Source: an optimization exercise on an open RTL-to-GDS flow (aim: small area and a short achievable clock period). Production flows keep margins and buffers that such runs may drop.
In this exercise RTL edits were held to simulation tests only and were not proved equivalent to the original.
No activity file was given, so power comes from the tool's default toggle rates.

==> flow/design.v (excerpt) <==
module CPU(
	input sysclk,
	input cpu_resetn,
	output [31:0] imem_addr,
	input  [31:0] imem_rdata,
	output [31:0] dmem_addr,
	output [31:0] dmem_wdata,
	output [3:0]  dmem_wen_n,
	input  [31:0] dmem_rdata,
	output uart_tx
);
Size: about 59000 sq um of cells after synthesis.
clock: 12.0 ns
lec_check: 0
cap_margin: 20
core_margin: 2
core_utilization: 40
cts_buf_list: sky130_fd_sc_hd__clkbuf_8
place_density: 0.6
setup_slack_margin: 3.4
slew_margin: 20
synth_hierarchical: 1
tns_end_percent: 5
standard.sh (not shown) runs the stock make flow with config.mk's settings and CLKGATE_MAP_FILE= SYNTH_SCRIPT=/design/flow/synth_recipe.tcl, a recipe that flattens the netlist after the stock synthesis.
==> flow/flow/run.sh <==
#!/bin/bash
# Layout: the standard ORFS flow (standard.sh) with two sizing changes:
# cells may be resized across footprints, and ports get sky130 buf_4
# buffers instead of the delay buffers buffer_ports picks by default; the
# floorplan step removes synthesis buffers instead of sizing without wires.
# Each step's full output is in orfs/logs; make's own output is in layout.log.
set -o pipefail
bash standard.sh synth > synth.log 2>&1 || exit 1
bash standard.sh MATCH_CELL_FOOTPRINT=0 \
	"BUFFER_PORTS_ARGS=-buffer_cell sky130_fd_sc_hd__buf_4" REMOVE_ABC_BUFFERS=1 \
	finish > layout.log 2>&1
==> next run, changes <==
--- a/flow/design.v
+++ b/flow/design.v
@@ -89,12 +89,13 @@
 	reg [31:0] hc;
 	wire ld_mem = (f3 == 3'b000) | (f3 == 3'b001) | (f3 == 3'b010) | (f3 == 3'b100) | (f3 == 3'b101);
 	wire [31:0] ldv_mem = (f3[1:0] == 2'b00) ? {{24{dmem_rdata[7] & ~f3[2]}}, dmem_rdata[7:0]} :
 	                      (f3[1:0] == 2'b01) ? {{16{dmem_rdata[15] & ~f3[2]}}, dmem_rdata[15:0]} : dmem_rdata;
 	wire [31:0] ldv_hc = (f3[1:0] == 2'b00) ? {{24{hc[7] & ~f3[2]}}, hc[7:0]} :
 	                     (f3[1:0] == 2'b01) ? {{16{hc[15] & ~f3[2]}}, hc[15:0]} : hc;
+	wire [31:0] ldv = hc_hit ? ldv_hc : ldv_mem;
 	wire [31:0] pc4 = pc + 32'd4;
 	wire [31:0] pcimm = pc + (is_branch ? imm_b : is_jal ? imm_j : imm_u);
 	wire alu_op = is_op | is_opimm;
 	wire s_lui  = is_lui;
 	wire s_pci  = is_auipc;
 	wire s_link = is_jal | is_jalr;
@@ -105,25 +106,22 @@
 	wire s_sltu = alu_op & (f3 == 3'b011);
 	wire s_xor  = alu_op & (f3 == 3'b100);
 	wire s_or   = alu_op & (f3 == 3'b110);
 	wire s_and  = alu_op & (f3 == 3'b111);
 	wire s_srl  = alu_op & (f3 == 3'b101);
 	wire s_sll  = alu_op & (f3 == 3'b001);
-	wire s_ldhc = s_ldm & hc_hit;
-	wire s_ldmem = s_ldm & ~hc_hit;
-	wire [31:0] wd_rest_n = ~(({32{s_lui}} & imm_u) | ({32{s_pci}} & pcimm) | ({32{s_link}} & pc4) |
-	            {31'b0, (s_slt & lt) | (s_sltu & ltu)} |
-	            ({32{s_xor}} & (a ^ bx)) | ({32{s_or}} & (a | bx)) | ({32{s_and}} & (a & bx)));
+	wire [31:0] wd_rest;
 	genvar w;
 	generate for (w = 0; w < 32; w = w + 1) begin : wdm
-		wire t1, t2, t3;
-		g_a22oi u1(.a1(s_add), .a2(sum[w]), .b1(s_addr), .b2(addr[w]), .y(t1));
-		g_a22oi u2(.a1(s_ldhc), .a2(ldv_hc[w]), .b1(s_ldmem), .b2(ldv_mem[w]), .y(t2));
-		g_a22oi u3(.a1(s_srl), .a2(sr[w]), .b1(s_sll), .b2(sr_rev[w]), .y(t3));
-		g_nand4 u4(.a(t1), .b(t2), .c(t3), .d(wd_rest_n[w]), .y(wd[w]));
+		g_a21o u(.a1(s_add), .a2(sum[w]), .b1(wd_rest[w]), .y(wd[w]));
 	end endgenerate
+	assign wd_rest = ({32{s_lui}} & imm_u) | ({32{s_pci}} & pcimm) | ({32{s_link}} & pc4) |
+	            ({32{s_ldm}} & ldv) | ({32{s_addr}} & addr) |
+	            {31'b0, (s_slt & lt) | (s_sltu & ltu)} |
+	            ({32{s_xor}} & (a ^ bx)) | ({32{s_or}} & (a | bx)) | ({32{s_and}} & (a & bx)) |
+	            ({32{s_srl}} & sr) | ({32{s_sll}} & sr_rev);
 	reg cond;
 	always @(*) begin
 		case (f3)
 			3'b000: cond = eq;
 			3'b001: cond = ~eq;
 			3'b100: cond = lt;
@@ -214,14 +212,12 @@
 module g_o21ai (input a1, input a2, input b1, output y); assign y = ~((a1 | a2) & b1); endmodule
 module g_xnor2 (input a, input b, output y); assign y = ~(a ^ b); endmodule
 module g_nor2b (input a, input bn, output y); assign y = ~(a | ~bn); endmodule
 module g_maj3n (input an, input b, input c, output y); assign y = (~an & b) | (~an & c) | (b & c); endmodule
 module g_nand3 (input a, input b, input c, output y); assign y = ~(a & b & c); endmodule
 module g_a21o (input a1, input a2, input b1, output y); assign y = (a1 & a2) | b1; endmodule
-module g_a22oi (input a1, input a2, input b1, input b2, output y); assign y = ~((a1 & a2) | (b1 & b2)); endmodule
-module g_nand4 (input a, input b, input c, input d, output y); assign y = ~(a & b & c & d); endmodule
 module g_mux2 (input a0, input a1, input s, output y); assign y = s ? a1 : a0; endmodule
 module ks32 #(parameter CIN = 0) (
 	input [31:0] an,
 	input [31:0] b,
 	input cin,
 	output [31:0] y,
Wire length goes down by 0.76%. Setup slack is worse by 0.094 ns. Clock power goes down by 6.3%. Non-clock buffer count goes up by 130. Global-route usage goes down by 0.55 points. Via count goes up by 0.99%. Utilization goes up by 1.3 points. Die area goes up by 0.41%.

==> afterwards: timing with drivers on the ports <==
In the flow no input, the clock included, has a driving cell. The finished layouts below were timed again as built, in two steps. Step 1 (the two cells are an assumption about what drives the block):
set clk [get_ports {sysclk}]
set_driving_cell -lib_cell sky130_fd_sc_hd__clkbuf_16 $clk
set_driving_cell -lib_cell sky130_fd_sc_hd__buf_2 [delete_from_list [all_inputs] $clk]
Step 2 adds t to the input delays and takes it off the output delays; t is the mean of the earliest and latest rising clock arrival at the registers after step 1. Input paths then give back, and output paths get back, about the clock's delay inside the block. a / b / c = ideal / step 1 / step 2; a / b = the first two.
run	t (ns)	setup slack, ns	worst setup path at the end	worst slew at a driven data input, ns
the first run	0.996	3.086 / 3.054 / 2.168	input to register	0.10
the second run	0.998	2.993 / 2.899 / 2.009	input to register	0.10
After both steps every run listed still meets setup and hold. The setup slack of the second run, which loses most, moves by -0.094 ns with the drivers and by -0.984 ns with both steps.
